Source: an optimization exercise on an open RTL-to-GDS flow (aim: small area). Production flows keep margins and buffers that such runs may drop.
RTL that was checked went through simulation tests only; none was proved equivalent to the original.
No functional check of the RTL was part of runs 3 and 4.
No activity file was given, so power comes from the tool's default toggle rates.

==> design/flow/run.sh <==
#!/bin/bash
# synth_recipe.tcl (not shown) runs the flow's synth.tcl, then flattens the netlist and writes it again
# the make line also repeats each setting of config.mk as NAME=value (left out here)
make -C /OpenROAD-flow-scripts/flow DESIGN_CONFIG=/design/flow/config.mk WORK_HOME=/design/flow/orfs CLKGATE_MAP_FILE= SYNTH_SCRIPT=/design/flow/synth_recipe.tcl finish
==> design/flow/config.mk <==
export PLATFORM = sky130hd
export DESIGN_NAME = arp_top
export DESIGN_NICKNAME = arp_top
export VERILOG_FILES = /design/flow/design.v
export SDC_FILE = /design/flow/constraint.sdc
export NUM_CORES = 4
export LEC_CHECK = 0
export CAP_MARGIN = 20
export CORE_MARGIN = 2
export CORE_UTILIZATION = 40
export SLEW_MARGIN = 20
==> design/flow/constraint.sdc <==
create_clock -name core_clock -period 5.0 [get_ports {clk}]
set_input_delay 1.0000 -clock core_clock [delete_from_list [all_inputs] [get_ports {clk}]]
set_output_delay 1.0000 -clock core_clock [all_outputs]
set_load 0.01 [all_outputs]
==> design/flow/design.v <==
`timescale 1ns / 1ps
module arp_transm(hdw_lenth,pro_lenth,operation,hdr_type,proto_type,send_hdr_addr,send_ip_addr,target_hdr_addr,target_ip_addr,output_transmit,clk,rst,output_ackw,input_hold);
input [15:0] hdr_type;         
input [15:0] proto_type;       
input [47:0] send_hdr_addr;    
input [31:0] send_ip_addr;     
input [47:0] target_hdr_addr;  
input [31:0] target_ip_addr;   
input [7:0] hdw_lenth;
input [7:0] pro_lenth;
input [15:0] operation;
input clk;                     
input rst;                     
output reg [31:0] output_transmit;  
output reg output_ackw;   
output reg input_hold;
 reg [31:0] M0;
 reg [31:0] M1;
 reg [31:0] M2;
 reg [31:0] M3;
 reg [31:0] M4;
 reg [31:0] M5;
 reg [31:0] M6;
 parameter s0=3'b000;
 parameter s1=3'b001;
 parameter s2=3'b010;
 parameter s3=3'b011;
 parameter s4=3'b100;
 parameter s5=3'b101;
 parameter s6=3'b110;
reg [2:0]state;
reg [2:0]next_state;
always@(posedge clk)
begin
  if(rst)
  begin
    M6 <= 0;
  end
  else if(output_ackw)
  begin
    M0 <= {hdr_type,proto_type};
    M1 <= {hdw_lenth,pro_lenth,operation};
    M2 <= send_hdr_addr[47:16];
    M3 <= {send_hdr_addr[15:0],send_ip_addr[31:16]};
    M4 <= {send_ip_addr[15:0],target_hdr_addr[47:32]};
    M5 <= target_hdr_addr[31:0];
    M6 <= target_ip_addr;
  end
end
always@(posedge clk)
begin
  if(rst)
    state<=s6;
  else
    state<=next_state;
end
always@(*)
begin
output_ackw=0;
input_hold=1;
case(state)
s0 : begin
     next_state=s1;
     output_transmit=M0;
     end
s1 : begin
     next_state=s2;
     output_transmit=M1;
     end
s2 : begin
     next_state=s3;
     output_transmit=M2;
     end
s3 : begin
     next_state=s4;
     output_transmit=M3;
     end
s4 : begin
     next_state=s5;
     output_transmit=M4;
     end
s5 : begin
     next_state=s6;
     output_transmit=M5;
     end
s6 : begin
     next_state=s0;
     output_transmit=M6;
     output_ackw=1;
     input_hold=0;
     end
default : begin
     next_state=s0;
     output_transmit=0;
     end
endcase
end
endmodule
`timescale 1ns / 1ps
module arpn_c(input_rx,hdw_length,pro_length,operation,hdr_type,proto_type,send_hdr_addr,send_ip_addr,target_hdr_addr,target_ip_addr,clk,rst,input_ackw);
input [31:0]input_rx;
output reg [15:0] hdr_type;
output reg [15:0] proto_type;
output reg [47:0] send_hdr_addr;
output reg [31:0] send_ip_addr;
output reg [47:0] target_hdr_addr;
output reg [31:0] target_ip_addr;
output reg[7:0]hdw_length;
output reg [7:0]pro_length;
output reg [15:0]operation;
input clk;
input rst;
output reg input_ackw;
 reg [31:0] M0;
 reg [31:0] M1;
 reg [31:0] M2;
 reg [31:0] M3;
 reg [31:0] M4;
 reg [31:0] M5;
 reg [31:0] M6;
 parameter s0=3'b000;
 parameter s1=3'b001;
 parameter s2=3'b010;
 parameter s3=3'b011;
 parameter s4=3'b100;
 parameter s5=3'b101;
 parameter s6=3'b110;
reg [2:0]state;
reg [2:0]next_state;
always@(posedge clk)
begin
if(rst)
state<=s0;
else
state<=next_state;
end
always@(*)
begin
input_ackw=0;
case(state)
s0 : next_state=s1;
s1 : next_state=s2;
s2 : next_state=s3;
s3 : next_state=s4;
s4 : next_state=s5;
s5 : next_state=s6;
s6 : begin
     next_state=s0;
     input_ackw=1;
     end
default : next_state=s0;
endcase
end
always@(posedge clk)
begin
if(rst)
begin
M0<=0;
M1<=0;
M2<=0;
M3<=0;
M4<=0;
M5<=0;
M6<=0;
end
else
begin
if(state==s0) M0<=input_rx;
if(state==s1) M1<=input_rx;
if(state==s2) M2<=input_rx;
if(state==s3) M3<=input_rx;
if(state==s4) M4<=input_rx;
if(state==s5) M5<=input_rx;
if(state==s6) M6<=input_rx;
end
end
always@(posedge clk)
begin
if(rst)
begin
hdr_type<=0;
proto_type<=0;
hdw_length<=0;
pro_length<=0;
operation<=0;
send_hdr_addr<=0;
send_ip_addr<=0;
target_hdr_addr<=0;
target_ip_addr<=0;
end
else
begin
hdr_type<=M0[31:16];
proto_type<=M0[15:0];
hdw_length<=M1[31:24];
pro_length<=M1[23:16];
operation<=M1[15:0];
send_hdr_addr<={M2,M3[31:16]};
send_ip_addr<={M3[15:0],M4[31:16]};
target_hdr_addr<={M4[15:0],M5};
target_ip_addr<=M6;
end
end
endmodule
`timescale 1ns / 1ps
module arp_top(
  input         clk,
  input         rst,
  input  [15:0] tx_hdr_type,
  input  [15:0] tx_proto_type,
  input  [7:0]  tx_hdw_length,
  input  [7:0]  tx_pro_length,
  input  [15:0] tx_operation,
  input  [47:0] tx_send_hdr_addr,
  input  [31:0] tx_send_ip_addr,
  input  [47:0] tx_target_hdr_addr,
  input  [31:0] tx_target_ip_addr,
  output [31:0] tx_data,
  output        tx_ackw,
  output        tx_hold,
  input  [31:0] rx_data,
  output [15:0] rx_hdr_type,
  output [15:0] rx_proto_type,
  output [7:0]  rx_hdw_length,
  output [7:0]  rx_pro_length,
  output [15:0] rx_operation,
  output [47:0] rx_send_hdr_addr,
  output [31:0] rx_send_ip_addr,
  output [47:0] rx_target_hdr_addr,
  output [31:0] rx_target_ip_addr,
  output        rx_ackw
);
arp_transm u_tx(
  .hdw_lenth(tx_hdw_length), .pro_lenth(tx_pro_length), .operation(tx_operation),
  .hdr_type(tx_hdr_type), .proto_type(tx_proto_type),
  .send_hdr_addr(tx_send_hdr_addr), .send_ip_addr(tx_send_ip_addr),
  .target_hdr_addr(tx_target_hdr_addr), .target_ip_addr(tx_target_ip_addr),
  .output_transmit(tx_data), .clk(clk), .rst(rst),
  .output_ackw(tx_ackw), .input_hold(tx_hold));
arpn_c u_rx(
  .input_rx(rx_data), .hdw_length(rx_hdw_length), .pro_length(rx_pro_length),
  .operation(rx_operation), .hdr_type(rx_hdr_type), .proto_type(rx_proto_type),
  .send_hdr_addr(rx_send_hdr_addr), .send_ip_addr(rx_send_ip_addr),
  .target_hdr_addr(rx_target_hdr_addr), .target_ip_addr(rx_target_ip_addr),
  .clk(clk), .rst(rst), .input_ackw(rx_ackw));
endmodule
==> flow_metrics.env, run 1 <==
export IMPL_status="timing/DRC/antenna clean"
export IMPL_die_height_um=242
export IMPL_r2r_slack_ns=1.64
export IMPL_post_route_period_util_pct=87.2
export IMPL_setup_worst_path_start_class="register"
export IMPL_post_cts_buffers=0
export IMPL_cts_sinks=678
export IMPL_rsz0062_at_grt="false"
export IMPL_gp_congestion=0.860
export IMPL_post_cts_resized=0
export IMPL_grt_pass1_wl_um=98100
export IMPL_grt_usage_pct=21.9
export IMPL_r2r_start="u_tx.state[2]$_SDFF_PP1_"
export IMPL_start_util_pct=40.3
export IMPL_antenna_found_initial=8
export IMPL_synth_cell_types=33
export IMPL_synth_avg_cell_area_um2=11.1
export IMPL_synthFlopType="dfxtp_1"
export IMPL_rows=87
export IMPL_fin_crit_ns=4.36
export IMPL_drt_initial_drc_count=1073
export IMPL_coreArea_mm2=0.0563
export IMPL_hpwlAfterDp_um=46300
export IMPL_cts_made_buffers=70
export IMPL_synth_area_mm2=0.0227
export IMPL_r2r_end="u_tx.M2[0]$_DFFE_PP_"
export IMPL_synthMuxAreaShare_pct=3.21
export IMPL_fin_skew_ns=0.0166
export IMPL_worst_setup_path_type="reg -> out"
export IMPL_arrival_ns=3.36
export IMPL_ir_worst_vdd_mv=0.305
export IMPL_clockBufferDepth=3
export IMPL_cp_max_fo=58
export IMPL_fin_hold_ws_ns=0.448
export IMPL_fin_ws_ns=0.638
export IMPL_critical_path_required_ns=4.00
export IMPL_cellPowerDensity_mw_per_mm2=403
export IMPL_synthAdderAreaFrac_pct=0
export IMPL_postRouteAntennaNets=0
export IMPL_setup_violations=0
export IMPL_maxSlewViolCount=0
export IMPL_worstRegToRegCells=4
export IMPL_synth_xor_area_share_pct=0
export IMPL_worstPathBufferInverterCount=3
export IMPL_cts_tree="yes"
export IMPL_yosys_warnings=2
export IMPL_power_leakage_nw=10.8
export IMPL_synthSimpleGateAreaFrac_pct=17.0
export IMPL_avgViaCountPerCell=4.85
export IMPL_io_buffer_count=516
export IMPL_root_buffer="clkbuf_16"
export IMPL_syn_to_final_growth_pct=35.1
export IMPL_grt_max_degree=184
export IMPL_drive_gt1_share_pct=7.98
export IMPL_yosys_register_bits=678
export IMPL_clock_latency_ns=0.60
export IMPL_dieWidth_um=242
export IMPL_cp_slowest_cell="dfxtp_4"
export IMPL_cp_depth=6
export IMPL_path_cells="buf_4, and3b_1, buf_4, nand2_1, nand3_1, clkdlybuf4s50_1"
export IMPL_ios=517
export IMPL_path_common_cell="buf_4"
export IMPL_synth_net_count=2310
export IMPL_firstDrtPassIters=5
export IMPL_hold_path_class="reg -> reg"
export IMPL_hold_violations=0
export IMPL_total_power_mw=12.4
export IMPL_placed_cell_area_mm2=0.0284
export IMPL_drt_total_wl_um=66500
export IMPL_synth_compound_area_share_pct=8.40
export IMPL_cp_endpoint="tx_data[15]"
export IMPL_nets=2786
export IMPL_stdcell_area_mm2=0.0307
export IMPL_finalSetupTns_ns=0
export IMPL_grt_pass1_vias=15900
export IMPL_path_clk_slew_ns=0.06
export IMPL_routedWlPerCell_um=19.9
export IMPL_via_count=16200
export IMPL_grt_overflow=0
export IMPL_syn_inst=2052
export IMPL_cts_htree_levels=3
export IMPL_cp_end_kind="output pin"
export IMPL_relSlewSlack_pct=29.6
export IMPL_min_delay_path_depth=2
export IMPL_pre_cts_ws_ns=1.26
export IMPL_critPathTopFamily="buffers and inverters"
export IMPL_yosysSeqAreaShare_pct=68.2
export IMPL_tightest_slew_ns=1.05
export IMPL_synth_edf_count=192
export IMPL_ctsHoldBuffers=0
export IMPL_synth_top_family_by_area="simple AND/OR/NAND/NOR gates"
export IMPL_drc=0
export IMPL_ys_async_sr_fraction_pct=0
export IMPL_die_area_mm2=0.0587
export IMPL_fill_cells=4822
export IMPL_crit_path_max_incr_delay_ns=0.84
export IMPL_fmax_ghz=0.229
export IMPL_maxCapViolCount=0
export IMPL_worstSetupStartpoint="u_tx.state[2]$_SDFF_PP1_"
[cell families (layout without fill, tap and decap cells)]
group | after synthesis | after routing
buffers and inverters | 145 | 674
AO/OA/AOI/OAI | 343 | 343
other | 0 | 1
AND/OR/NAND/NOR | 821 | 821
multiplexers | 65 | 65
flip-flops | 678 | 678
[worst min-delay path, cell delays in order (launching register included)]
cell and delay, ns:
dfxtp_1 0.30, nand2_1 0.05, a21oi_1 0.05
[area by class of cell]
cell class / count / area [um2] / share of cell area [%]
antenna: 1 / 2.50 / 0.00816
clock buffer: 99 / 1980 / 6.46
clock inverter: 26 / 289 / 0.942
inverter: 3 / 11.3 / 0.0367
multi-input combinational: 1229 / 6530 / 21.3
sequential: 678 / 15500 / 50.5
tap: 756 / 946 / 3.08
timing repair buffer: 546 / 5420 / 17.7
[where the power goes]
part | switching (mW) | internal, mW | total, mW
Sequential | 0.124 | 5.90 | 6.02
Combinational | 0.636 | 0.573 | 1.21
Clock | 2.14 | 3.00 | 5.14
[stage by stage]
stage	instances	utilization [%]
after floorplan	2052	-
after global placement	3212	50.5
after detailed placement	3212	50.5
after CTS	3337	54.5
after global routing	3338	54.5
final	3338	54.5
[worst min-delay path by stage]
stage                              from                           endpoint  slack (ns)
2_1_floorplan   u_rx.M0[0]$_SDFFE_PP0N_            u_rx.M0[0]$_SDFFE_PP0N_        0.43
3_3_place_gp   u_tx.state[0]$_SDFF_PP0_           u_tx.state[0]$_SDFF_PP0_        0.43
6_report       u_rx.M3[19]$_SDFFE_PP0N_           u_rx.M3[19]$_SDFFE_PP0N_        0.45
5_1_grt        u_rx.M3[17]$_SDFFE_PP0N_           u_rx.M3[17]$_SDFFE_PP0N_        0.46
3_5_place_dp   u_tx.state[0]$_SDFF_PP0_           u_tx.state[0]$_SDFF_PP0_        0.43
4_1_cts         u_rx.M2[1]$_SDFFE_PP0N_  u_rx.send_hdr_addr[17]$_SDFF_PP0_        0.45
[layout by cell type (no fill, tap or decap), types with 3 or more instances in the layout]
cell type	synthesis	layout
a22oi_1	32	32
bufinv_16	0	4
clkdlybuf4s50_1	0	515
clkinv_1	0	3
inv_6	0	3
dfxtp_1	486	484
nand3_1	14	14
nor3b_4	3	4
clkbuf_8	0	8
clkbuf_1	68	19
nand2_1	543	543
a21oi_1	275	275
o211ai_1	17	17
clkinv_2	0	13
buf_4	14	27
a32oi_1	14	14
nor2b_1	226	224
mux2_2	57	57
and3b_1	4	4
clkbuf_16	0	72
edfxtp_1	192	192
nor3b_1	17	17
mux2_1	6	6
[synth_stat cells, drive strengths merged (2+ instances only)]
library cell	number	area [um2]
a22oi	32	240
nand2b	2	12.5
nand2	543	2040
a211oi	2	15.0
nor3b	21	196
nand3b	3	35.0
nand3	14	70.1
mux2	63	709
a211o	2	17.5
nor2	2	7.51
o211ai	17	128
edfxtp	192	5770
inv	3	11.3
mux2i	2	20.0
or3b	3	26.3
a32oi	14	123
buf	74	450
a21oi	275	1380
or3	2	12.5
nor2b	226	1410
and3b	4	35.0
clkbuf	68	255
dfxtp	486	9730
[registers in the layout, indices dropped and copies added, names as in the netlist, 8 cells and up]
| signal | cells |
|---|---|
| u_rx.send_ip_addr | 32 |
| u_tx.M2 | 32 |
| u_tx.M6 | 32 |
| u_tx.M0 | 32 |
| u_rx.M1 | 32 |
| u_tx.M5 | 32 |
| u_rx.M0 | 32 |
| u_rx.pro_length | 8 |
| u_rx.M6 | 32 |
| u_rx.M5 | 32 |
| u_rx.M2 | 32 |
| u_tx.M3 | 32 |
| u_rx.M3 | 32 |
| u_tx.M1 | 32 |
| u_rx.send_hdr_addr | 48 |
| u_rx.hdw_length | 8 |
| u_rx.operation | 16 |
| u_rx.M4 | 32 |
| u_rx.hdr_type | 16 |
| u_tx.M4 | 32 |
| u_rx.target_hdr_addr | 48 |
| u_rx.target_ip_addr | 32 |
| u_rx.proto_type | 16 |
[routing by layer]
metal	share of wire (%)	global-route usage (%)	routed length [um]
met5	0.14	0	93
met4	2.0	6.57	1350
met3	8.2	6.33	5440
met2	47	36.1	31500
met1	42	28.0	28200
==> run 2: changes to the inputs <==
==> design/flow/design.v (replaced) <==
`timescale 1ns / 1ps
module arp_top(
  input         clk,
  input         rst,
  input  [15:0] tx_hdr_type,
  input  [15:0] tx_proto_type,
  input  [7:0]  tx_hdw_length,
  input  [7:0]  tx_pro_length,
  input  [15:0] tx_operation,
  input  [47:0] tx_send_hdr_addr,
  input  [31:0] tx_send_ip_addr,
  input  [47:0] tx_target_hdr_addr,
  input  [31:0] tx_target_ip_addr,
  output [31:0] tx_data,
  output        tx_ackw,
  output        tx_hold,
  input  [31:0] rx_data,
  output reg [15:0] rx_hdr_type,
  output reg [15:0] rx_proto_type,
  output reg [7:0]  rx_hdw_length,
  output reg [7:0]  rx_pro_length,
  output reg [15:0] rx_operation,
  output reg [47:0] rx_send_hdr_addr,
  output reg [31:0] rx_send_ip_addr,
  output reg [47:0] rx_target_hdr_addr,
  output reg [31:0] rx_target_ip_addr,
  output        rx_ackw
);
reg [2:0] s;
always @(posedge clk)
  if (rst)
    s <= 3'd7;
  else if (s == 3'd6)
    s <= 3'd0;
  else if (s == 3'd7)
    s <= 3'd1;
  else
    s <= s + 3'd1;
wire ld = (s == 3'd0) | (s == 3'd7);    
assign tx_ackw = ld;
assign tx_hold = ~ld;
assign rx_ackw = (s == 3'd6);
reg [31:0] h, q1, q2, q3, q4, q5, q6;
wire ldh = ld & ~rst;
wire shh = ~ld & ~rst;
always @(posedge clk) begin
  h  <= ({32{ldh}} & {tx_hdr_type, tx_proto_type}) | ({32{shh}} & q1);
  q1 <= ({32{ld}} & {tx_hdw_length, tx_pro_length, tx_operation}) | ({32{~ld}} & q2);
  q2 <= ({32{ld}} & tx_send_hdr_addr[47:16]) | ({32{~ld}} & q3);
  q3 <= ({32{ld}} & {tx_send_hdr_addr[15:0], tx_send_ip_addr[31:16]}) | ({32{~ld}} & q4);
  q4 <= ({32{ld}} & {tx_send_ip_addr[15:0], tx_target_hdr_addr[47:32]}) | ({32{~ld}} & q5);
  q5 <= ({32{ld}} & tx_target_hdr_addr[31:0]) | ({32{~ld}} & q6);
  q6 <= tx_target_ip_addr;
end
assign tx_data = h;
reg [31:0] b;
always @(posedge clk)
  b <= rx_data;
wire [6:0] wr;
assign wr[0] = (s == 3'd1);
assign wr[1] = (s == 3'd2);
assign wr[2] = (s == 3'd3);
assign wr[3] = (s == 3'd4);
assign wr[4] = (s == 3'd5);
assign wr[5] = (s == 3'd6);
assign wr[6] = (s == 3'd0);
wire [6:0] en = wr & {7{~rst}};
wire [6:0] kp = ~wr & {7{~rst}};
always @(posedge clk) begin
  {rx_hdr_type, rx_proto_type} <= ({32{en[0]}} & b) | ({32{kp[0]}} & {rx_hdr_type, rx_proto_type});
  {rx_hdw_length, rx_pro_length, rx_operation} <= ({32{en[1]}} & b) | ({32{kp[1]}} & {rx_hdw_length, rx_pro_length, rx_operation});
  rx_send_hdr_addr[47:16] <= ({32{en[2]}} & b) | ({32{kp[2]}} & rx_send_hdr_addr[47:16]);
  {rx_send_hdr_addr[15:0], rx_send_ip_addr[31:16]} <= ({32{en[3]}} & b) | ({32{kp[3]}} & {rx_send_hdr_addr[15:0], rx_send_ip_addr[31:16]});
  {rx_send_ip_addr[15:0], rx_target_hdr_addr[47:32]} <= ({32{en[4]}} & b) | ({32{kp[4]}} & {rx_send_ip_addr[15:0], rx_target_hdr_addr[47:32]});
  rx_target_hdr_addr[31:0] <= ({32{en[5]}} & b) | ({32{kp[5]}} & rx_target_hdr_addr[31:0]);
  rx_target_ip_addr <= ({32{en[6]}} & b) | ({32{kp[6]}} & rx_target_ip_addr);
end
endmodule
==> run 2 against run 1 <==
Highest routed layer unchanged. Global-route usage is 1.6 points higher. Wire length shrank 25%. Via count is 28% lower. Largest power group unchanged.
==> flow_metrics.env, run 2 <==
export IMPL_status="timing/DRC/antenna clean"
export IMPL_die_area_mm2=0.0413
export IMPL_synthFlopType="dfxtp_1"
export IMPL_total_power_mw=13.1
export IMPL_yosys_area_top_type="dfxtp_1"
export IMPL_synth_compound_area_share_pct=13.8
export IMPL_synthSimpleGateAreaFrac_pct=3.49
export IMPL_maxSlewViolCount=0
export IMPL_cp_end_kind="output pin"
export IMPL_fill_cells=3339
export IMPL_coreArea_mm2=0.0389
export IMPL_cellPowerDensity_mw_per_mm2=575
export IMPL_grt_pass1_wl_um=72600
export IMPL_via_count=11600
export IMPL_hpwlAfterDp_um=36400
export IMPL_synth_edf_count=0
export IMPL_start_util_pct=40.7
export IMPL_critical_path_required_ns=4.00
export IMPL_fin_ws_ns=1.75
export IMPL_post_cts_resized=0
export IMPL_fin_hold_ws_ns=0.441
export IMPL_syn_inst=1322
export IMPL_postRouteAntennaNets=0
export IMPL_dp_cells=2265
export IMPL_yosys_register_bits=483
export IMPL_grt_usage_pct=23.5
export IMPL_firstDrtPassIters=5
export IMPL_synth_avg_cell_area_um2=12.0
export IMPL_hold_path_class="reg -> reg"
export IMPL_r2r_start="s[0]$_SDFF_PP1_"
export IMPL_grt_max_degree=188
export IMPL_post_route_period_util_pct=64.9
export IMPL_worst_setup_path_type="reg -> out"
export IMPL_drc=0
export IMPL_yosysSeqAreaShare_pct=61.0
export IMPL_post_cts_buffers=0
export IMPL_avgViaCountPerCell=4.92
export IMPL_ir_worst_vdd_mv=0.583
export IMPL_arrival_ns=2.25
export IMPL_clockBufferDepth=3
export IMPL_cts_made_buffers=49
export IMPL_grt_overflow=0
export IMPL_final_cell_mix="515 x clkdlybuf4s50_1, 482 x dfxtp_1, 165 x inv_1"
export IMPL_reg_largest_list="rx_send_hdr_addr: 48 flops, rx_target_hdr_addr: 48 flops"
export IMPL_finalSetupTns_ns=0
export IMPL_die_height_um=203
export IMPL_path_clk_slew_ns=0.06
export IMPL_synth_top_family_by_area="compound AO/OA/AOI/OAI gates"
export IMPL_root_buffer="clkbuf_16"
export IMPL_synth_area_mm2=0.0159
export IMPL_pre_cts_ws_ns=2.20
export IMPL_hold_violations=0
export IMPL_synthAdderAreaFrac_pct=0.631
export IMPL_setup_worst_path_start_class="register"
export IMPL_cp_max_fo=24
export IMPL_power_leakage_nw=8.67
export IMPL_synth_most_common_cell="dfxtp_1"
export IMPL_routedWlPerCell_um=21.3
export IMPL_stdcell_area_mm2=0.0228
export IMPL_io_buffer_count=516
export IMPL_rsz0062_at_grt="false"
export IMPL_synth_xor_area_share_pct=0
export IMPL_nets=2064
export IMPL_yosys_warnings=1
export IMPL_worstSetupStartpoint="s[2]$_SDFF_PP1_"
export IMPL_synth_top_cells_by_count="483 x dfxtp_1, 165 x inv_1, 147 x mux2_2"
export IMPL_fin_crit_ns=3.25
export IMPL_relSlewSlack_pct=26.9
export IMPL_fin_util_pct=58.7
export IMPL_cts_sinks=483
export IMPL_rows=72
export IMPL_ys_async_sr_fraction_pct=0
export IMPL_antenna_found_initial=10
export IMPL_maxCapViolCount=0
export IMPL_ys_top_cells_by_area="dfxtp_1 61%, mux2_2 10%, o32ai_1 7.1%"
export IMPL_cts_htree_levels=2
export IMPL_placed_cell_area_mm2=0.0212
export IMPL_drt_total_wl_um=50200
export IMPL_synth_top_area_share_pct=61.0
export IMPL_gp_congestion=0.780
export IMPL_synthMuxAreaShare_pct=13.6
export IMPL_syn_to_final_growth_pct=43.9
export IMPL_clock_latency_ns=0.58
export IMPL_final_common_cell="clkdlybuf4s50_1"
export IMPL_drt_initial_drc_count=436
export IMPL_cts_tree="yes"
export IMPL_ctsHoldBuffers=0
export IMPL_hp_start="q4[11]$_DFF_P_"
export IMPL_tightest_slew_ns=1.10
export IMPL_drive_gt1_share_pct=15.0
export IMPL_fin_skew_ns=0.0167
export IMPL_setup_violations=0
export IMPL_fmax_ghz=0.308
export IMPL_synth_net_count=1588
export IMPL_dieWidth_um=203
export IMPL_synth_cell_types=26
export IMPL_final_cells=2352
export IMPL_ios=517
export IMPL_grt_pass1_vias=11600
==> run 2: path summary, 6_finish.rpt <==
| kind | to | slack, ns | depth (start not counted) |
|---|---|---|---|
| worst max-delay path | tx_hold | 1.75 | 2 |
| worst min-delay path | q3[11]$_DFF_P_ | 0.44 | 1 |
| worst max register to register | rx_operation[14]$_DFF_P_ | 2.51 | 6 |
| worst min register to register | q3[11]$_DFF_P_ | 0.44 | 1 |
==> run 2: cells by family (layout without fill, tap and decap cells) <==
logic type               count (synthesis)  after routing
flip-flops                             483            483
AO/OA/AOI/OAI                          261            261
buffers and inverters                  270            778
multiplexers                           194            194
adder cells (fa/ha/maj)                  8              8
AND/OR/NAND/NOR                        106            106
other                                    0              4
==> run 2: report_power, final <==
group / total, mW / internal (mW) / switching (mW)
Combinational: 4.11 / 2.25 / 1.86
Sequential: 5.40 / 5.00 / 0.404
Clock: 3.61 / 2.13 / 1.47
Total: 13.1 / 9.38 / 3.74
==> run 2: cell type report <==
type	instances	area [um2]	share of cell area (%)
multi-input combinational	569	5020	22.0
tap	518	648	2.84
clock inverter	7	121	0.532
sequential	483	9670	42.4
inverter	165	619	2.71
clock buffer	76	1450	6.35
timing repair buffer	530	5280	23.1
antenna	4	10.0	0.0439
==> run 2: per-layer routing <==
layer | track usage [%] | part of all wire (%) | up-vias
met5 | 0 | 0.15 | -
met1 | 26.7 | 39 | 5471
li1 | - | - | 5553
met3 | 8.91 | 9.5 | 88
met4 | 10.6 | 3.7 | 12
met2 | 39.3 | 47 | 451
==> run 2: critical path, cell delays in order (launching register included) <==
cell	delay (ns)
dfxtp_2	0.63
mux2i_4	0.36
clkdlybuf4s50_1	0.67
==> run 3: changes to the inputs <==
==> design/flow/design.v (replaced) <==
`timescale 1ns / 1ps
module arp_sel(
  input         a,
  input  [31:0] x,
  input         b,
  input  [31:0] y,
  output [31:0] o
);
assign o = ({32{a}} & x) | ({32{b}} & y);
endmodule
`timescale 1ns / 1ps
module arp_top(
  input         clk,
  input         rst,
  input  [15:0] tx_hdr_type,
  input  [15:0] tx_proto_type,
  input  [7:0]  tx_hdw_length,
  input  [7:0]  tx_pro_length,
  input  [15:0] tx_operation,
  input  [47:0] tx_send_hdr_addr,
  input  [31:0] tx_send_ip_addr,
  input  [47:0] tx_target_hdr_addr,
  input  [31:0] tx_target_ip_addr,
  output [31:0] tx_data,
  output        tx_ackw,
  output        tx_hold,
  input  [31:0] rx_data,
  output [15:0] rx_hdr_type,
  output [15:0] rx_proto_type,
  output [7:0]  rx_hdw_length,
  output [7:0]  rx_pro_length,
  output [15:0] rx_operation,
  output [47:0] rx_send_hdr_addr,
  output [31:0] rx_send_ip_addr,
  output [47:0] rx_target_hdr_addr,
  output [31:0] rx_target_ip_addr,
  output        rx_ackw
);
reg       ld, sh;
reg [6:0] wr, nwr;
always @(posedge clk) begin
  ld  <= rst | wr[5];
  sh  <= ~rst & ~wr[5];
  wr  <= {7{~rst}} & {wr[5:0], ld};
  nwr <= {7{rst}} | ~{wr[5:0], ld};
end
assign tx_ackw = ld;
assign tx_hold = sh;
assign rx_ackw = wr[5];
reg  [31:0] h, q1, q2, q3, q4, q5, q6;
wire [31:0] h_d, q1_d, q2_d, q3_d, q4_d, q5_d;
wire ldh = ld & ~rst;
wire shh = sh & ~rst;
arp_sel u_h (.a(ldh), .x({tx_hdr_type, tx_proto_type}),                      .b(shh), .y(q1), .o(h_d));
arp_sel u_q1(.a(ld),  .x({tx_hdw_length, tx_pro_length, tx_operation}),      .b(sh),  .y(q2), .o(q1_d));
arp_sel u_q2(.a(ld),  .x(tx_send_hdr_addr[47:16]),                           .b(sh),  .y(q3), .o(q2_d));
arp_sel u_q3(.a(ld),  .x({tx_send_hdr_addr[15:0], tx_send_ip_addr[31:16]}),  .b(sh),  .y(q4), .o(q3_d));
arp_sel u_q4(.a(ld),  .x({tx_send_ip_addr[15:0], tx_target_hdr_addr[47:32]}),.b(sh),  .y(q5), .o(q4_d));
arp_sel u_q5(.a(ld),  .x(tx_target_hdr_addr[31:0]),                          .b(sh),  .y(q6), .o(q5_d));
always @(posedge clk) begin
  h  <= h_d;
  q1 <= q1_d;
  q2 <= q2_d;
  q3 <= q3_d;
  q4 <= q4_d;
  q5 <= q5_d;
  q6 <= tx_target_ip_addr;
end
assign tx_data = h;
reg  [31:0] b;
reg  [31:0] f0, f1, f2, f3, f4, f5, f6;
wire [31:0] f0_d, f1_d, f2_d, f3_d, f4_d, f5_d, f6_d;
always @(posedge clk)
  b <= rx_data;
wire [6:0] en = wr & {7{~rst}};
wire [6:0] kp = nwr & {7{~rst}};
arp_sel u_f0(.a(en[0]), .x(b), .b(kp[0]), .y(f0), .o(f0_d));
arp_sel u_f1(.a(en[1]), .x(b), .b(kp[1]), .y(f1), .o(f1_d));
arp_sel u_f2(.a(en[2]), .x(b), .b(kp[2]), .y(f2), .o(f2_d));
arp_sel u_f3(.a(en[3]), .x(b), .b(kp[3]), .y(f3), .o(f3_d));
arp_sel u_f4(.a(en[4]), .x(b), .b(kp[4]), .y(f4), .o(f4_d));
arp_sel u_f5(.a(en[5]), .x(b), .b(kp[5]), .y(f5), .o(f5_d));
arp_sel u_f6(.a(en[6]), .x(b), .b(kp[6]), .y(f6), .o(f6_d));
always @(posedge clk) begin
  f0 <= f0_d;
  f1 <= f1_d;
  f2 <= f2_d;
  f3 <= f3_d;
  f4 <= f4_d;
  f5 <= f5_d;
  f6 <= f6_d;
end
assign {rx_hdr_type, rx_proto_type} = f0;
assign {rx_hdw_length, rx_pro_length, rx_operation} = f1;
assign rx_send_hdr_addr = {f2, f3[31:16]};
assign rx_send_ip_addr = {f3[15:0], f4[31:16]};
assign rx_target_hdr_addr = {f4[15:0], f5};
assign rx_target_ip_addr = f6;
endmodule
--- a/design/flow/config.mk
+++ b/design/flow/config.mk
@@ -10,2 +10,5 @@
 export CORE_UTILIZATION = 40
+export CTS_BUF_LIST = sky130_fd_sc_hd__clkbuf_4 sky130_fd_sc_hd__clkbuf_8
 export SLEW_MARGIN = 20
+export SYNTH_HIERARCHICAL = 1
+export SYNTH_MINIMUM_KEEP_SIZE = 0
==> run 3 against run 2 <==
Combinational power is 85% lower. Clock power is 6.4% lower. Sequential power is 21% lower. Sequential cell count is 13 higher.
==> flow_metrics.env, run 3 <==
export IMPL_status="timing/DRC/antenna clean"
export IMPL_grt_usage_pct=23.6
export IMPL_gp_congestion=0.787
export IMPL_routedWlPerCell_um=22.3
export IMPL_ir_worst_vdd_mv=0.264
export IMPL_hold_violations=0
export IMPL_path_clk_slew_ns=0.06
export IMPL_syn_inst=1017
export IMPL_min_to="nwr[2]$_DFF_P_"
export IMPL_worstRegToRegCells=2
export IMPL_grt_overflow=0
export IMPL_cp_end_kind="output pin"
export IMPL_grt_pass1_vias=10400
export IMPL_maxCapViolCount=0
export IMPL_dieWidth_um=195
export IMPL_firstDrtPassIters=5
export IMPL_grt_busiest_layer="met2"
export IMPL_post_cts_resized=0
export IMPL_die_height_um=195
export IMPL_r2r_start="ld$_DFF_P_"
export IMPL_grt_util_met3_pct=9.08
export IMPL_yosysSeqAreaShare_pct=67.7
export IMPL_rows=70
export IMPL_grt_use_met2_pct=39.2
export IMPL_cts_sinks=496
export IMPL_synth_avg_cell_area_um2=14.4
export IMPL_ctsHoldBuffers=0
export IMPL_final_common_cell="clkdlybuf4s50_1"
export IMPL_drt_total_wl_um=46300
export IMPL_post_cts_buffers=0
export IMPL_final_cells=2076
export IMPL_cts_htree_levels=3
export IMPL_nets=1811
export IMPL_synthFlopType="dfxtp_1"
export IMPL_r2r_slack_ns=2.84
export IMPL_tightest_slew_ns=1.05
export IMPL_synth_most_common_cell="dfxtp_1"
export IMPL_path_cells="clkdlybuf4s50_1"
export IMPL_synth_top_cells_by_count="496 x dfxtp_1, 390 x a22o_1, 79 x buf_6"
export IMPL_cp_slowest_cell="dfxtp_4"
export IMPL_critPathTopFamily="flip-flops"
export IMPL_arrival_ns=2.29
export IMPL_yosys_warnings=7
export IMPL_synth_edf_count=0
export IMPL_coreArea_mm2=0.0363
export IMPL_cts_tree="yes"
export IMPL_synth_cell_types=10
export IMPL_yosys_register_bits=496
export IMPL_fin_skew_ns=0.0278
export IMPL_synth_top_area_share_pct=67.7
export IMPL_setup_worst_path_start_class="register"
export IMPL_drc=0
export IMPL_fin_crit_ns=3.29
export IMPL_die_area_mm2=0.0382
export IMPL_ios=517
export IMPL_fin_util_pct=58.5
export IMPL_grt_use_met1_pct=26.9
export IMPL_ys_top_cells_by_area="dfxtp_1 68%, a22o_1 23%, buf_6 6.1%"
export IMPL_fmax_ghz=0.304
export IMPL_syn_to_final_growth_pct=45.0
export IMPL_min_delay_path_depth=1
export IMPL_power_leakage_nw=8.48
export IMPL_root_buffer="clkbuf_8"
export IMPL_cts_made_buffers=79
export IMPL_post_route_period_util_pct=65.8
export IMPL_start_util_pct=40.3
export IMPL_hp_start="wr[1]$_DFF_P_"
export IMPL_hold_path_class="reg -> reg"
export IMPL_postRouteAntennaNets=0
export IMPL_clock_latency_ns=0.62
export IMPL_antenna_found_initial=8
export IMPL_grt_max_degree=88
export IMPL_crit_path_max_incr_delay_ns=0.92
export IMPL_final_cell_mix="516 x clkdlybuf4s50_1, 494 x dfxtp_1, 390 x a22o_1"
export IMPL_finalSetupTns_ns=0
export IMPL_maxSlewViolCount=0
export IMPL_worstPathBufferInverterCount=1
export IMPL_clockBufferDepth=3
export IMPL_rsz0062_at_grt="false"
export IMPL_synth_net_count=1275
export IMPL_cellPowerDensity_mw_per_mm2=389
export IMPL_setup_violations=0
export IMPL_io_buffer_count=516
export IMPL_yosys_area_top_type="dfxtp_1"
export IMPL_ys_async_sr_fraction_pct=0
export IMPL_dp_cells=1940
export IMPL_avgViaCountPerCell=5.02
export IMPL_worstSetupStartpoint="sh$_DFF_P_"
export IMPL_relSlewSlack_pct=29.9
export IMPL_cp_max_fo=85
export IMPL_worst_setup_path_type="reg -> out"
export IMPL_via_count=10400
export IMPL_grt_pass1_wl_um=67600
export IMPL_critical_path_required_ns=4.00
export IMPL_drive_gt1_share_pct=12.1
export IMPL_r2r_end="q1[1]$_DFF_P_"
export IMPL_drt_initial_drc_count=458
export IMPL_synth_area_mm2=0.0147
export IMPL_hpwlAfterDp_um=32900
[run 3: cell count changes after synthesis, sizes merged, moves of 26 or more]
cell,change
a21oi,-34
nand2b,-26
nand3,-32
a21bo,-32
mux2i,-33
clkbuf,-40
a22o,+352
o32ai,-128
inv,-165
nor2,-31
mux2,-161
[run 3: layout make-up]
class / count / area (um2)
Clock buffer: 125 / 1500
Multi-Input combinational cell: 441 / 3870
Tap cell: 468 / 586
Fill cell: 2965 / 15100
Antenna cell: 4 / 10.0
Clock inverter: 7 / 46.3
Timing Repair Buffer: 535 / 5310
Sequential cell: 496 / 9940
[run 3: kinds of logic after synthesis]
| group | synth area share [%] |
|---|---|
| simple gates | 1.06 |
| compound gates | 25.1 |
| flops | 67.7 |
| buf+inv | 6.12 |
[run 3: per-module statistics from Yosys (local to each module, per instance)]
module,cells,flops+latches,cell area [um2],copies in the design
arp_sel,38,0,350,13
arp_top,523,496,10100,1
[run 3: where the power goes]
group          internal (mW)  total [mW]  switching [mW]
logic                  0.395       0.613           0.219
registers               4.16        4.28           0.121
clock network           1.89        3.38            1.49
[run 3: through the flow]
step	power (mW)	setup WS [ns]	cell area, um2	hold slack [ns]
after floorplan	4.60	3.02	14700	0.365
after global placement	4.97	1.93	19700	0.371
after detailed placement	4.98	1.84	19700	0.375
after CTS	8.38	1.65	21200	0.368
after global routing	8.61	1.59	21300	0.393
final	8.27	1.71	21300	0.374
[run 3: worst max path at each step]
stage,end,cells after the start
after floorplan,tx_ackw,0
after global placement,f5[23]$_DFF_P_,5
after detailed placement,f5[27]$_DFF_P_,5
after CTS,tx_hold,1
after global routing,tx_hold,1
final,tx_hold,1
[run 3: routing by layer]
metal / wire, um / up-vias
met4: 1700 / 8
met3: 4400 / 98
met5: 55 / -
met1: 18000 / 4883
met2: 22100 / 465
li1: - / 4959
==> run 4: changes to the inputs <==
--- a/design/flow/config.mk
+++ b/design/flow/config.mk
@@ -10,3 +10,2 @@
 export CORE_UTILIZATION = 40
-export CTS_BUF_LIST = sky130_fd_sc_hd__clkbuf_4 sky130_fd_sc_hd__clkbuf_8
 export SLEW_MARGIN = 20
==> run 4 against run 3 <==
Clock skew is 0.011 ns lower. Wire length is 0.54% lower. Total power is 6.0% higher. Critical endpoint unchanged. Still clean. First-iteration DRC count is 2.8% lower.
==> flow_metrics.env, run 4 <==
export IMPL_cts_tree="yes"
export IMPL_worstPathBufferInverterCount=1
export IMPL_cellPowerDensity_mw_per_mm2=409
export IMPL_yosys_register_bits=496
export IMPL_post_route_period_util_pct=65.1
export IMPL_post_cts_buffers=0
export IMPL_grt_pass1_vias=10100
export IMPL_die_height_um=195
export IMPL_syn_to_final_growth_pct=46.3
export IMPL_grt_overflow=0
export IMPL_setup_worst_path_start_class="register"
export IMPL_post_cts_resized=0
export IMPL_yosys_warnings=7
export IMPL_antenna_found_initial=8
export IMPL_arrival_ns=2.26
export IMPL_gp_congestion=0.787
export IMPL_grt_busiest_layer="met2"
export IMPL_grt_util_met3_pct=8.39
export IMPL_synthFlopType="dfxtp_1"
export IMPL_hpwlAfterDp_um=32900
export IMPL_drc=0
export IMPL_die_area_mm2=0.0382
export IMPL_worst_setup_path_type="reg -> out"
export IMPL_drt_total_wl_um=46000
export IMPL_critical_path_required_ns=4.00
export IMPL_dieWidth_um=195
export IMPL_synth_top_cells_by_count="496 x dfxtp_1, 390 x a22o_1, 79 x buf_6"
export IMPL_rsz0062_at_grt="false"
export IMPL_grt_max_degree=88
export IMPL_synth_area_mm2=0.0147
export IMPL_hold_path_class="reg -> reg"
export IMPL_drive_gt1_share_pct=9.15
export IMPL_root_buffer="clkbuf_16"
export IMPL_ys_async_sr_fraction_pct=0
export IMPL_start_util_pct=40.3
export IMPL_synth_top_area_share_pct=67.7
export IMPL_tightest_slew_ns=1.07
export IMPL_io_buffer_count=516
export IMPL_clockBufferDepth=3
export IMPL_path_cells="clkdlybuf4s50_1"
export IMPL_relSlewSlack_pct=28.4
export IMPL_grt_use_met2_pct=38.8
export IMPL_cts_made_buffers=50
export IMPL_synth_net_count=1275
export IMPL_via_count=10300
export IMPL_cp_max_fo=85
export IMPL_power_leakage_nw=8.51
export IMPL_ios=517
export IMPL_maxSlewViolCount=0
export IMPL_maxCapViolCount=0
export IMPL_grt_use_met1_pct=27.1
export IMPL_placed_cell_area_mm2=0.0197
export IMPL_ir_worst_vdd_mv=0.302
export IMPL_cts_sinks=496
export IMPL_rows=70
export IMPL_synth_cell_types=10
export IMPL_postRouteAntennaNets=0
export IMPL_setup_violations=0
export IMPL_crit_path_max_incr_delay_ns=0.91
export IMPL_syn_inst=1017
export IMPL_avgViaCountPerCell=5.06
export IMPL_cts_htree_levels=2
export IMPL_fin_crit_ns=3.26
export IMPL_cp_slowest_cell="dfxtp_4"
export IMPL_status="timing/DRC/antenna clean"
export IMPL_finalSetupTns_ns=0
export IMPL_fmax_ghz=0.307
export IMPL_grt_usage_pct=23.3
export IMPL_nets=1782
export IMPL_cp_end_kind="output pin"
export IMPL_yosys_area_top_type="dfxtp_1"
export IMPL_synth_most_common_cell="dfxtp_1"
export IMPL_fin_skew_ns=0.0167
export IMPL_ctsHoldBuffers=0
export IMPL_final_common_cell="clkdlybuf4s50_1"
export IMPL_synth_edf_count=0
export IMPL_routedWlPerCell_um=22.6
export IMPL_final_cell_mix="516 x clkdlybuf4s50_1, 494 x dfxtp_1, 390 x a22o_1"
export IMPL_coreArea_mm2=0.0363
export IMPL_stdcell_area_mm2=0.0214
export IMPL_ys_top_cells_by_area="dfxtp_1 68%, a22o_1 23%, buf_6 6.1%"
export IMPL_drt_initial_drc_count=445
export IMPL_grt_pass1_wl_um=67100
export IMPL_firstDrtPassIters=5
export IMPL_path_clk_slew_ns=0.06
export IMPL_synth_avg_cell_area_um2=14.4
export IMPL_hold_violations=0
export IMPL_clock_latency_ns=0.58
export IMPL_critPathTopFamily="flip-flops"
export IMPL_yosysSeqAreaShare_pct=67.7
-- run 4: cell counts after synthesis --
No cell type changed its count.
-- run 4: final timing paths --
path                 start        endpoint  slack (ns)  cells after the start
max             sh$_DFF_P_         tx_hold        1.74                      1
min          wr[1]$_DFF_P_  nwr[2]$_DFF_P_        0.38                      1
max reg2reg     ld$_DFF_P_   q1[1]$_DFF_P_        2.84                      2
min reg2reg  wr[1]$_DFF_P_  nwr[2]$_DFF_P_        0.38                      1
-- run 4: area by class of cell --
class / count / area [um2]
diodes: 5 / 12.5
flip-flops and latches: 496 / 9940
clock buffers: 76 / 1510
multi-input cells: 441 / 3870
fillers: 2928 / 14900
clock inverters: 15 / 225
repair buffers: 535 / 5310
well taps: 468 / 586
-- run 4: logic make-up (layout without fill, tap and decap cells) --
kind of cell | Yosys count | in the layout | share of synthesized area, %
simple gates | 25 | 25 | 1.06
other cells | 0 | 5 | 0
compound gates | 416 | 416 | 25.1
flops | 496 | 496 | 67.7
buf+inv | 80 | 626 | 6.12
-- run 4: metal layers --
layer  vias up  share of wire (%)
met2       426                 48
met4         6                3.8
met5         -              0.089
met3        81                9.4
met1      4873                 39
li1       4906                  -
-- run 4: worst register-to-register path: stages (launching register included) --
cell	delay, ns
dfxtp_4	0.91
buf_4	0.78
a22o_1	0.39
-- run 4: modules after synthesis (local to each module, per instance) --
module / copies in the design / cells inside / flip-flops and latches / area [um2]
arp_top: 1 / 523 / 496 / 10100
arp_sel: 13 / 38 / 0 / 350
-- run 4: through the flow --
stage	total power, mW	std cells	setup WS [ns]	util (%)	hold slack [ns]
after floorplan	4.60	1017	3.02	-	0.365
final	8.77	2036	1.74	59.0	0.385
after global placement	4.97	1940	1.93	54.2	0.371
after CTS	8.87	2031	1.70	59.0	0.393
after detailed placement	4.98	1940	1.84	54.2	0.375
after global routing	9.08	2034	1.63	59.0	0.401
-- run 4: power breakdown --
part	internal, mW	switching, mW	leakage (nW)	total, mW
Combinational	0.395	0.218	3.55	0.613
Clock	2.34	1.54	0.859	3.88
Sequential	4.16	0.120	4.10	4.28

## what the ideal ports hide
Ports are ideal in the flow. The routed layouts listed here were re-timed in OpenROAD. Step 1 (the two cells are an assumption about what drives the block):
set clk [get_ports {clk}]
set_driving_cell -lib_cell sky130_fd_sc_hd__clkbuf_16 $clk
set_driving_cell -lib_cell sky130_fd_sc_hd__buf_2 [delete_from_list [all_inputs] $clk]
Step 2 also shifts input and output timing later by t, the mid clock arrival at the registers, as if the neighbouring blocks saw the same clock. Three values: ideal, step 1, step 2; two values: the first two.
run | t, ns | setup WS [ns] | hold slack, ns
run 1 | 0.653 | 0.638 / 0.580 / 1.234 | 0.448 / 0.448 / 0.448
run 2 | 0.626 | 1.753 / 1.697 / 2.173 | 0.441 / 0.441 / 0.441
run 3 | 0.656 | 1.709 / 1.661 / 1.860 | 0.374 / 0.374 / 0.374
run 4 | 0.629 | 1.743 / 1.691 / 1.855 | 0.385 / 0.385 / 0.385
After both steps every run listed still meets setup and hold.
